Context: an optimization exercise on an open-source flow, tuned for small area and a short achievable clock period. The choices shown serve that exercise and are no tape-out recipe.
Function was checked by simulation only, so behaviour that the tests miss may differ from the original.
No activity file was given, so power comes from the tool's default toggle rates.

<file path="flow/config.mk">
export PLATFORM = sky130hd
export DESIGN_NAME = FFT64
export DESIGN_NICKNAME = FFT64
export VERILOG_FILES = /design/flow/design.v
export SDC_FILE = /design/flow/constraint.sdc
export NUM_CORES = 8
export LEC_CHECK = 0
export CAP_MARGIN = 20
export CORE_MARGIN = 2
export CORE_UTILIZATION = 40
export SLEW_MARGIN = 20
</file>
<file path="flow/constraint.sdc">
create_clock -name core_clock -period 11.0 [get_ports {clk}]
set_input_delay 2.2000 -clock core_clock [delete_from_list [all_inputs] [get_ports {clk}]]
set_output_delay 2.2000 -clock core_clock [all_outputs]
set_load 0.01 [all_outputs]
</file>
<file path="flow/design.v">
module butterfly #(
    parameter WIDTH = 16
) (
    input       signed [WIDTH-1:0] d0_re,
    input       signed [WIDTH-1:0] d0_img,
    input       signed [WIDTH-1:0] d1_re,
    input       signed [WIDTH-1:0] d1_img,
    output  reg signed [WIDTH-1:0] out0_re,
    output  reg signed [WIDTH-1:0] out0_img,
    output  reg signed [WIDTH-1:0] out1_re,
    output  reg signed [WIDTH-1:0] out1_img
);
    always @(*) begin
        out0_re = d1_re - d0_re;
        out0_img = d1_img - d0_img;
        out1_re = d1_re + d0_re;
        out1_img = d1_img + d0_img;
    end
endmodule
module delaybuffer#(
    parameter depth = 32,
               width = 16
) (
    input             clk,
    input [width-1:0] in_re,
    input [width-1:0] in_img,
    output [width-1:0] out_re,
    output [width-1:0] out_img
);
reg [width-1:0] shift_re [depth-1:0];
reg [width-1:0] shift_img [depth-1:0];
assign out_re = shift_re[depth-1];
assign out_img = shift_img[depth-1];
integer i;
always @(posedge clk) begin
    for(i = depth-1; i > 0; i = i -1) begin
        shift_re[i] <= shift_re[i-1];
        shift_img[i] <= shift_img[i-1];
    end
    shift_re[0] <= in_re;
    shift_img[0] <= in_img;
end
endmodule
module multiply#(
    parameter width = 16,
              scaling = 8
) (
    input signed [width-1:0] a_re,
    input signed [width-1:0] a_img,
    input signed [width-1:0] b_re,
    input signed [width-1:0] b_img,
    output signed [width-1:0] c_re,
    output signed [width-1:0] c_img
);
wire signed [width*2-1:0] temp1, temp2, temp3, temp4; 
wire signed [width-1:0] sc_temp1, sc_temp2, sc_temp3, sc_temp4;
assign temp1 = a_re * b_re;
assign temp2 = a_img * b_img;
assign temp3 = a_re * b_img;
assign temp4 = a_img * b_re;
assign sc_temp1 = temp1 >>> scaling;
assign sc_temp2 = temp2 >>> scaling;
assign sc_temp3 = temp3 >>> scaling;
assign sc_temp4 = temp4 >>> scaling;
assign c_re = sc_temp1 - sc_temp2;
assign c_img = sc_temp3 + sc_temp4;
endmodule
module twiddle (
    input [4:0] addr,
    output signed [15:0] tw_re,
    output signed [15:0] tw_img
);
wire  [15:0] wn_re [31:0];
wire  [15:0] wn_img [31:0];
assign tw_re = $signed(wn_re[addr]);
assign tw_img = $signed(wn_img[addr]);
assign wn_re[ 0] = 16'h0100;     assign wn_img[ 0] = 16'h0000;    
assign wn_re[ 1] = 16'h00FF;     assign wn_img[ 1] = 16'hFFE7;    
assign wn_re[ 2] = 16'h00FB;     assign wn_img[ 2] = 16'hFFCE;    
assign wn_re[ 3] = 16'h00F5;     assign wn_img[ 3] = 16'hFFB6;    
assign wn_re[ 4] = 16'h00ED;     assign wn_img[ 4] = 16'hFF9E;    
assign wn_re[ 5] = 16'h00E2;     assign wn_img[ 5] = 16'hFF87;    
assign wn_re[ 6] = 16'h00D5;     assign wn_img[ 6] = 16'hFF72;    
assign wn_re[ 7] = 16'h00C6;     assign wn_img[ 7] = 16'hFF5E;    
assign wn_re[ 8] = 16'h00B5;     assign wn_img[ 8] = 16'hFF4B;    
assign wn_re[ 9] = 16'h00A2;     assign wn_img[ 9] = 16'hFF3A;    
assign wn_re[10] = 16'h008E;     assign wn_img[10] = 16'hFF2B;    
assign wn_re[11] = 16'h0079;     assign wn_img[11] = 16'hFF1E;    
assign wn_re[12] = 16'h0062;     assign wn_img[12] = 16'hFF13;    
assign wn_re[13] = 16'h004A;     assign wn_img[13] = 16'hFF0B;    
assign wn_re[14] = 16'h0032;     assign wn_img[14] = 16'hFF05;    
assign wn_re[15] = 16'h0019;     assign wn_img[15] = 16'hFF01;    
assign wn_re[16] = 16'h0000;     assign wn_img[16] = 16'hFF00;    
assign wn_re[17] = 16'hFFE7;     assign wn_img[17] = 16'hFF01;    
assign wn_re[18] = 16'hFFCE;     assign wn_img[18] = 16'hFF05;    
assign wn_re[19] = 16'hFFB6;     assign wn_img[19] = 16'hFF0B;    
assign wn_re[20] = 16'hFF9E;     assign wn_img[20] = 16'hFF13;    
assign wn_re[21] = 16'hFF87;     assign wn_img[21] = 16'hFF1E;    
assign wn_re[22] = 16'hFF72;     assign wn_img[22] = 16'hFF2B;    
assign wn_re[23] = 16'hFF5E;     assign wn_img[23] = 16'hFF3A;    
assign wn_re[24] = 16'hFF4B;     assign wn_img[24] = 16'hFF4B;    
assign wn_re[25] = 16'hFF3A;     assign wn_img[25] = 16'hFF5E;    
assign wn_re[26] = 16'hFF2B;     assign wn_img[26] = 16'hFF72;    
assign wn_re[27] = 16'hFF1E;     assign wn_img[27] = 16'hFF87;    
assign wn_re[28] = 16'hFF13;     assign wn_img[28] = 16'hFF9E;    
assign wn_re[29] = 16'hFF0B;     assign wn_img[29] = 16'hFFB6;    
assign wn_re[30] = 16'hFF05;     assign wn_img[30] = 16'hFFCE;    
assign wn_re[31] = 16'hFF01;     assign wn_img[31] = 16'hFFE7;    
endmodule
module sdfunit #(
        parameter N = 64,
                  M = 1,
                  width = 16
) (
    input                           clk,
    input                           rst_n,
    input                           di_en,
    input       signed  [width-1:0] di_re,
    input       signed  [width-1:0] di_img,
    output reg                      sdf_out_en,
    output reg  signed  [width-1:0] sdf_out_re,
    output reg  signed  [width-1:0] sdf_out_img
);
function integer log2;
    input integer x;
    integer value;
    begin
        value = x-1;
        for (log2=0; value>0; log2=log2+1)
            value = value>>1;
    end
endfunction
localparam  LOG_N = log2(N);     
localparam IDLE = 2'b00,
           S1   = 2'b01,  
           S2   = 2'b10,  
           S3   = 2'b11;  
reg         [1:0]       state;
reg         [1:0]       n_state;
reg                     data_en;
wire        [4:0]       tw_addr;
wire                    tw_weight;
reg                     temp_en;
reg  signed [width-1:0] temp_re;
reg  signed [width-1:0] temp_img;
reg         [LOG_N-1:0] do_counter;
reg  signed [width-1:0] data_in_re;
reg  signed [width-1:0] data_in_img ;
reg         [LOG_N-1:0] di_count;  
reg  signed [width-1:0] db_in_re;  
reg  signed [width-1:0] db_in_img; 
reg  signed [width-1:0] bf_in0_re;  
reg  signed [width-1:0] bf_in0_img;
wire signed [width-1:0] bf_out0_re;  
wire signed [width-1:0] bf_out0_img;
reg  signed [width-1:0] bf_in1_re;  
reg  signed [width-1:0] bf_in1_img;
wire signed [width-1:0] bf_out1_re;  
wire signed [width-1:0] bf_out1_img;
reg  signed [width-1:0] mul_in0_re;
reg  signed [width-1:0] mul_in0_img;
wire signed [width-1:0] mul_in1_re;
wire signed [width-1:0] mul_in1_img;
wire signed [width-1:0] mul_out_re;
wire signed [width-1:0] mul_out_img;
wire signed [width-1:0] db_out_re;
wire signed [width-1:0] db_out_img;
butterfly u1(   
    .d0_re(bf_in0_re), 
    .d0_img(bf_in0_img), 
    .d1_re(bf_in1_re), 
    .d1_img(bf_in1_img), 
    .out0_re(bf_out0_re), 
    .out0_img(bf_out0_img), 
    .out1_re(bf_out1_re), 
    .out1_img(bf_out1_img)
);
delaybuffer #(.depth(N >> 1)) u2(
    .clk (clk),
    .in_re(db_in_re),
    .in_img(db_in_img),
    .out_re(db_out_re),
    .out_img(db_out_img)
);
multiply u3(
    .a_re  (mul_in0_re),
    .a_img (mul_in0_img),
    .b_re  (mul_in1_re),
    .b_img (mul_in1_img),
    .c_re  (mul_out_re),
    .c_img (mul_out_img)
);
twiddle u4(
    .addr   (tw_addr),
    .tw_re  (mul_in1_re),
    .tw_img (mul_in1_img)
);
always@(posedge clk or negedge rst_n) begin
    if(!rst_n) begin
        data_in_re <= {width{1'b0}};
        data_in_img <= {width{1'b0}};
    end
    else begin
        data_in_re <= di_re;
        data_in_img <= di_img;
    end
end
always @(posedge clk or negedge rst_n) begin
    if (!rst_n)
        data_en <= 1'b0;
    else
        data_en <= di_en;
end
always @(posedge clk or negedge rst_n) begin
    if(!rst_n)
        state <= IDLE;
    else
        state <= n_state;
end
always@(*) begin
    case(state)
        IDLE: if(di_en)
                n_state = S1;
              else
                n_state = IDLE;
        S1  : if(di_count == (N >> 1) - 1'b1)
                n_state = S2;
              else
                n_state = S1;
        S2  : if(di_count == {LOG_N{1'b1}})
                n_state = S3;
              else
                n_state = S2;
        S3  : if(di_count == (N >> 1) - 1'b1)
                n_state = S2;
              else
                n_state = S3;
        default: n_state = IDLE;
    endcase
end
always @(posedge clk or negedge rst_n) begin
    if(!rst_n) begin
        di_count <= {LOG_N{1'b0}};
    end
    else begin
        di_count <= (data_en || state == S3)? (di_count + 1'b1) : {LOG_N{1'b0}};
    end
end
always@(*) begin
    if(state == S1 || state == S3) begin
        db_in_re = data_in_re;
        db_in_img = data_in_img; 
    end
    else if(state == S2) begin
        db_in_re = bf_out0_re;
        db_in_img = bf_out0_img;
    end
    else begin
        db_in_re = {width{1'b0}};
        db_in_img = {width{1'b0}};
    end
end
always @(*) begin
    if(state == S2) begin
        bf_in0_re = data_in_re;
        bf_in0_img = data_in_img;
        bf_in1_re = db_out_re;
        bf_in1_img = db_out_img;
    end
    else begin
        bf_in0_re = {width{1'b0}};
        bf_in0_img = {width{1'b0}};
        bf_in1_re = {width{1'b0}};
        bf_in1_img = {width{1'b0}};
    end
end
always @(*) begin
    if (state == S3) begin
        mul_in0_re = db_out_re;
        mul_in0_img = db_out_img;
    end
    else begin
        mul_in0_re = {width{1'b0}};
        mul_in0_img = {width{1'b0}};
    end
end
assign tw_addr = di_count * M;  
always @(*) begin
    if(state == S2) begin
        temp_re = bf_out1_re;
        temp_img = bf_out1_img;
    end
    else if (state == S3 && tw_addr == 0) begin
        temp_re = db_out_re;
        temp_img = db_out_img;
    end
    else if (state == 3) begin
        temp_re = mul_out_re;
        temp_img = mul_out_img;        
    end
    else begin
        temp_re = {width{1'b0}};
        temp_img = {width{1'b0}};
    end
end
always @(*) begin
    if (state == S3 || state == S2) begin
        temp_en = 1'b1;
    end
    else begin
        temp_en = 1'b0;
    end
end
always @(posedge clk or negedge rst_n) begin
    if (!rst_n) begin
        sdf_out_re <= {width{1'b0}};
        sdf_out_img <= {width{1'b0}};
    end
    else begin
        sdf_out_re <= temp_re;
        sdf_out_img <= temp_img;
    end
end
always @(posedge clk or negedge rst_n) begin
    if (!rst_n) begin
        sdf_out_en <= 1'b0;
    end
    else begin
        sdf_out_en <= temp_en;
    end
end
endmodule
module FFT64 #(
    parameter width = 16
) (
    input                           clk,
    input                           rst_n,
    input                           di_en,
    input       signed  [width-1:0] di_re,
    input       signed  [width-1:0] di_img,
    output                          do_en,
    output  reg signed  [width-1:0] do_re,
    output  reg signed  [width-1:0] do_img
);
reg             [width-1:0]   fft_re [63:0];
reg             [width-1:0]   fft_img [63:0];
reg             [width-1:0]   temp_re [63:0];
reg             [width-1:0]   temp_img [63:0];
reg             [5:0]         i;
reg             [5:0]         j;
wire                          sdf1_out_en;
wire  signed    [width-1:0]   sdf1_out_re;
wire  signed    [width-1:0]   sdf1_out_img;
wire                          sdf2_out_en;
wire  signed    [width-1:0]   sdf2_out_re;
wire  signed    [width-1:0]   sdf2_out_img;
wire                          sdf3_out_en;
wire  signed    [width-1:0]   sdf3_out_re;
wire  signed    [width-1:0]   sdf3_out_img;
wire                          sdf4_out_en;
wire  signed    [width-1:0]   sdf4_out_re;
wire  signed    [width-1:0]   sdf4_out_img;
wire                          sdf5_out_en;
wire  signed    [width-1:0]   sdf5_out_re;
wire  signed    [width-1:0]   sdf5_out_img;
wire                          sdf6_out_en;
wire  signed    [width-1:0]   sdf6_out_re;
wire  signed    [width-1:0]   sdf6_out_img;
wire            [5:0]         order[63:0];
sdfunit #(.N(64), .M(1), .width(width)) u1(
    .clk            (clk),
    .rst_n          (rst_n),
    .di_en          (di_en),
    .di_re          (di_re),
    .di_img         (di_img),
    .sdf_out_en     (sdf1_out_en),
    .sdf_out_re     (sdf1_out_re),
    .sdf_out_img    (sdf1_out_img)
);
sdfunit #(.N(32), .M(2), .width(width)) u2(
    .clk            (clk),
    .rst_n          (rst_n),
    .di_en          (sdf1_out_en),
    .di_re          (sdf1_out_re),
    .di_img         (sdf1_out_img),
    .sdf_out_en     (sdf2_out_en),
    .sdf_out_re     (sdf2_out_re),
    .sdf_out_img    (sdf2_out_img)
);
sdfunit #(.N(16), .M(4), .width(width))u3(
    .clk            (clk),
    .rst_n          (rst_n),
    .di_en          (sdf2_out_en),
    .di_re          (sdf2_out_re),
    .di_img         (sdf2_out_img),
    .sdf_out_en     (sdf3_out_en),
    .sdf_out_re     (sdf3_out_re),
    .sdf_out_img    (sdf3_out_img)
);
sdfunit #(.N(8), .M(8), .width(width)) u4(
    .clk            (clk),
    .rst_n          (rst_n),
    .di_en          (sdf3_out_en),
    .di_re          (sdf3_out_re),
    .di_img         (sdf3_out_img),
    .sdf_out_en     (sdf4_out_en),
    .sdf_out_re     (sdf4_out_re),
    .sdf_out_img    (sdf4_out_img)
);
sdfunit #(.N(4), .M(16), .width(width)) u5(
    .clk            (clk),
    .rst_n          (rst_n),
    .di_en          (sdf4_out_en),
    .di_re          (sdf4_out_re),
    .di_img         (sdf4_out_img),
    .sdf_out_en     (sdf5_out_en),
    .sdf_out_re     (sdf5_out_re),
    .sdf_out_img    (sdf5_out_img)
);
sdfunit #(.N(2), .M(32), .width(width)) u6(
    .clk            (clk),
    .rst_n          (rst_n),
    .di_en          (sdf5_out_en),
    .di_re          (sdf5_out_re),
    .di_img         (sdf5_out_img),
    .sdf_out_en     (sdf6_out_en),
    .sdf_out_re     (sdf6_out_re),
    .sdf_out_img    (sdf6_out_img)
);
assign order[0] = 0;    assign order[1] = 32;   assign order[2] = 16;   assign order[3] = 48;
assign order[4] = 8;    assign order[5] = 40;   assign order[6] = 24;   assign order[7] = 56;
assign order[8] = 4;    assign order[9] = 36;   assign order[10] = 20;  assign order[11] = 52;
assign order[12] = 12;  assign order[13] = 44;  assign order[14] = 28;  assign order[15] = 60;
assign order[16] = 2;   assign order[17] = 34;  assign order[18] = 18;  assign order[19] = 50;
assign order[20] = 10;  assign order[21] = 42;  assign order[22] = 26;  assign order[23] = 58;
assign order[24] = 6;   assign order[25] = 38;  assign order[26] = 22;  assign order[27] = 54;
assign order[28] = 14;  assign order[29] = 46;  assign order[30] = 30;  assign order[31] = 62;
assign order[32] = 1;   assign order[33] = 33;  assign order[34] = 17;  assign order[35] = 49;
assign order[36] = 9;   assign order[37] = 41;  assign order[38] = 25;  assign order[39] = 57;
assign order[40] = 5;   assign order[41] = 37;  assign order[42] = 21;  assign order[43] = 53;
assign order[44] = 13;  assign order[45] = 45;  assign order[46] = 29;  assign order[47] = 61;
assign order[48] = 3;   assign order[49] = 35;  assign order[50] = 19;  assign order[51] = 51;
assign order[52] = 11;  assign order[53] = 43;  assign order[54] = 27;  assign order[55] = 59;
assign order[56] = 7;   assign order[57] = 39;  assign order[58] = 23;  assign order[59] = 55;
assign order[60] = 15;  assign order[61] = 47;  assign order[62] = 31;  assign order[63] = 63;
assign do_en = (j != 0)? 1'b1 : 1'b0;
always @(posedge clk or negedge rst_n) begin
    if (!rst_n)
        i <= 0;
    else if(sdf6_out_en)
        i <= i + 1;
    else
        i <= i;
end
always @(posedge clk) begin
    if(sdf6_out_en) begin
        fft_re[order[i]] <= sdf6_out_re;
        fft_img[order[i]] <= sdf6_out_img;
    end
    else begin
        fft_re[order[i]] <= {width{1'b0}};
        fft_img[order[i]] <= {width{1'b0}};
    end
end
always @(posedge clk or negedge rst_n) begin
    if (!rst_n)
        j <= 0;
    else
        j <= (i == 63 && j != 6'd63)? j + 1 : j;
end
integer k ;
always @(posedge clk) begin
    if (i == 63 && sdf6_out_en) begin
        for(k = 0; k < 64; k = k+1) begin
            temp_re[k] <= (k == 63) ? sdf6_out_re : fft_re[k];
            temp_img[k] <= (k == 63) ? sdf6_out_img : fft_img[k];
        end
    end
end
always @(*) begin
    if (do_en == 1 ) begin
        do_re = temp_re[i];
        do_img = temp_img[i];
    end
    else begin
        do_re = {width{1'b0}};
        do_img = {width{1'b0}};
    end
end
endmodule
</file>
<file path="flow/run.sh">
#!/bin/bash
# synth_recipe.tcl (not shown) runs the flow's synth.tcl, then flattens the netlist and writes it again
# the make line also repeats each setting of config.mk as NAME=value (left out here)
make -C /OpenROAD-flow-scripts/flow DESIGN_CONFIG=/design/flow/config.mk WORK_HOME=/design/flow/orfs CLKGATE_MAP_FILE= SYNTH_SCRIPT=/design/flow/synth_recipe.tcl finish
</file>
==> notes.md <==
==> power breakdown <==
group	leakage, nW	switching, mW	internal (mW)
sequential	48.4	0.0853	25.9
combinational	82.1	0.505	0.249
clock	10.1	9.37	12.2
==> cells by family after synthesis <==
family                     Yosys count
DFF                               6521
muxes                               31
xor gates and xnor gates           979
buffers and inverters             5027
AOI/OAI and AO/OA                 3042
other                                1
and+or+nand+nor                   4994
adders and majority gates         4798
==> routing by layer <==
metal,global-route usage [%],vias to the layer above,part of all wire (%)
li1,-,85800,-
met1,33.3,102000,40
met2,37.3,9792,45
met3,4.40,1975,9.9
met4,9.51,16,4.9
met5,0,-,0.0092
==> registers in the layout, indices dropped and copies added, names as in the netlist, 32 cells and up <==
name / cells
u3.u2.shift_re: 128
u4.u2.shift_re: 64
u4.u2.shift_img: 64
u3.u2.shift_img: 128
u2.u2.shift_re: 256
u5.u2.shift_re: 32
temp_re: 1024
u1.u2.shift_re: 512
fft_re: 1008
u5.u2.shift_img: 32
u2.u2.shift_img: 256
temp_img: 1024
fft_img: 1008
u1.u2.shift_img: 512
==> area by class of cell <==
class / count / area (µm²)
clock buffer: 823 / 17300
timing repair buffer: 862 / 7240
sequential: 6521 / 173000
multi-input combinational: 13800 / 136000
inverter: 4201 / 15800
clock inverter: 327 / 3450
tap: 10900 / 13600
antenna: 21 / 52.6
fill: 73600 / 449000
==> cell usage in the layout (no fill, tap or decap), types with 414 or more instances in the layout <==
cell type,n
xnor2_1,748
clkbuf_16,648
dfxtp_1,2016
a21oi_1,606
fa_1,2907
dfrtp_1,432
ha_1,1890
buf_4,751
nand2_1,1608
nor2_1,1593
edfxtp_1,4064
o21ai_0,414
inv_1,4195
a22oi_1,710
==> timing repair <==
action | CTS | global route
buffers inserted | 0 | 0
resized for setup | 0 | 1
setup endpoints to repair | 0 | 1
==> final timing paths <==
path	from	endpoint	slack, ns
setup / recovery	u2.di_count[0]	u2.sdf_out_re[15]	0.82
hold / removal	u4.u2.shift_img[0][4]	u4.u2.shift_img[1][4]	0.25
setup reg to reg	u2.di_count[0]	u2.sdf_out_re[15]	0.82
hold reg to reg	u4.u2.shift_img[0][4]	u4.u2.shift_img[1][4]	0.25
max in group asynchronous	rst_n	u3.state[0]	7.49
min in group asynchronous	rst_n	u1.sdf_out_img[15]	1.10
==> worst register-to-register path, delay by kind of cell, from the launching register on <==
| family | cells | cell delay [ns] |
|---|---|---|
| adder cells (fa/ha/maj) | 9 | 3.94 |
| AO/OA/AOI/OAI | 13 | 2.27 |
| buffers and inverters | 6 | 1.22 |
| XOR/XNOR | 3 | 1.16 |
| AND/OR/NAND/NOR | 4 | 1.02 |
| flip-flops | 1 | 0.42 |
==> summary.md <==
| Metric | Value |
|---|---|
| Seq/Total Area, Yosys | `between 50% and 60%` |
| Layout net count | `approximately 30000` |
| Yosys Warn Count | `29` |
| # IOs | `a little under 70` |
| CTS max path bufs | `4` |
| GR Overflow Total | `0` |
| CTS Buf Count | `629` |
| CTS Sinks | `~6500` |
| FP Rows | `~330` |
| Synth Flop Type | `edfxtp_1` |
| Clock skew | `about 0.12 ns` |
| H-tree level count | `6` |
| Via count | `between 150k and 200k` |
| Relative slew slack | `between 10% and 20%` |
| Final Slew Violations | `0` |
| Synth area leaders | `edfxtp_1, fa_1, dfxtp_1, ha_1, inv_1` |
| PortBufs | `67` |
| Slowest cell on crit path | `ha_1` |
| Reg2reg path depth | `35` |
| Startpoint types | `flop` |
| Tightest Pin Transition | `1.26 ns` |
| Drt drc | `0` |
| Leak | `140 nW` |
| Portion of synthesized cell area occupied by the leading cell type | `37.3%` |
| Power per cell area | `132 nW/µm²` |
| Via/cell ratio | `roughly 5.3` |
| Pin count of the biggest net entering global routing | `around 190` |
| Antenna Nets Post-Route | `0` |
| CTS clk-pin slew, worst paths | `0.06 ns` |
| Power consumption | `~48 mW` |
| CTS Hold Bufs | `0` |
| Core Box Area | `around 820000 µm²` |
| Final Instance Area | `approximately 370000 µm²` |
| Max Cap Viol | `0` |
| Post-Synth Simple-Gate Area | `just under 7%` |
| Worst Slack Setup Final | `between 0.8 and 0.9 ns` |
| FMAX | `between 90 and 100 MHz` |
| Share of cells above drive strength 1 | `7.78%` |
| Crit path arrival time | `11.08 ns` |
| CP Max Fanout | `16` |
| Peak supply drop | `between 150 and 200 µV` |
| Hold WS | `~0.25 ns` |
| Avg Cell Area, Syn | `roughly 13 µm²` |
| Delay-heaviest family, CP | `adder cells` |
| Post-synth cell types | `between 100 and 150` |
| CTS tree | `built` |
| Inst Count DP | `~36000` |
| CP endpoint kind | `flop` |
| Initial antenna violation count | `71` |
| 1st-iter DRT viols | `~25000` |
| CTS Root Cell | `clkbuf_16` |
| Synth-to-Final Area Change | `12.1%` |
| Synth Area in XOR/XNOR | `approximately 2.6%` |
| Hold Vio Cnt, Final | `0` |
| Net Count, Synth | `roughly 30000` |
| Final HPWL DP | `between 600000 and 700000 µm` |
| Endpoints failing setup | `0` |
| Synthesized-area fraction occupied by adder cells | `25.0%` |
| WL/cell | `roughly 27 µm` |
| Initial DRT Pass Iterations | `6` |
| Fraction of registers with async set/reset | `6.76%` |
| Compound-cell area share of the yosys netlist | `under 10%` |
| Global-route wire length before repair | `about 1400000 µm` |
| Count leader, synth | `inv_1` |
| Die Span Y | `908 µm` |
| Status | `finished clean` |
| Largest area contributor in the netlist | `edfxtp_1` |
| Post-synthesis cell area | `around 330000 µm²` |
| GRT Util Overall | `a little under a quarter` |
| Die W | `908 µm` |
| Req. time, crit path | `between 10 and 15 ns` |
| Final setup TNS | `0 ns` |
| Worst Path Buf+Inv | `6` |
| Largest family of logic cells by synthesized area | `adder cells` |
| Setup Slack @ Placement | `0.621 ns` |
| Post-DP Area | `between 300000 and 400000 µm²` |
| Final min period | `a little over 10 ns` |
| Initial core utilization | `between 40% and 50%` |
| Critical path depth | `35` |
| Vias in the first global route | `around 200k` |
| Post-synthesis register bit count | `about 6500` |
| RSZ-0062 raised after global routing | `no` |
| Final core occ | `45.0%` |
| Period utilization | `between 90 and 100%` |
| Hold Path Cell Cnt | `0` |
| Largest stage delay, worst path | `0.56 ns` |
| Synth cell count leaders | `inv_1, edfxtp_1, fa_1` |
| Routed Wire Length | `1000000 µm` |
| Crit Path Category | `flop to flop` |
| RD Place Congestion | `about 0.94` |
| Mapped Cells | `about 25000` |
| Hold WC Path Type | `flop to flop` |
| Die ar. | `825000 µm²` |
| Mux contribution to synthesized area | `0.0995%` |
| Worst-Skew Late Latency | `~1.2 ns` |
| Finished Layout Cells | `between 30000 and 40000` |
| Number of synthesized flops with an enable pin | `around 4000` |

-- static timing again, ports no longer ideal --
The flow's constraints put no driver on any port. The routed layout listed below was extracted and timed again, unchanged, in two steps.
Step 1 (the two cells are an assumption about what drives the block):
set clk [get_ports {clk}]
set_driving_cell -lib_cell sky130_fd_sc_hd__clkbuf_16 $clk
set_driving_cell -lib_cell sky130_fd_sc_hd__buf_2 [delete_from_list [all_inputs] $clk]
Step 2 times the ports against the registers' clock, not the clock port: input delays grow and output delays shrink by t, the midpoint of the rising clock arrivals with the driver on.
a / b / c = no drivers / after step 1 / after step 2; a / b = the first two.
t (ns): 1.197
setup WS [ns]: 0.819 / 0.798 / 0.819
worst slew at a driven data input, ns: 0.05
After both steps setup and hold are still met in this run. For this run, drivers alone change the setup slack by -0.021 ns; drivers and shift together by 0.000 ns.
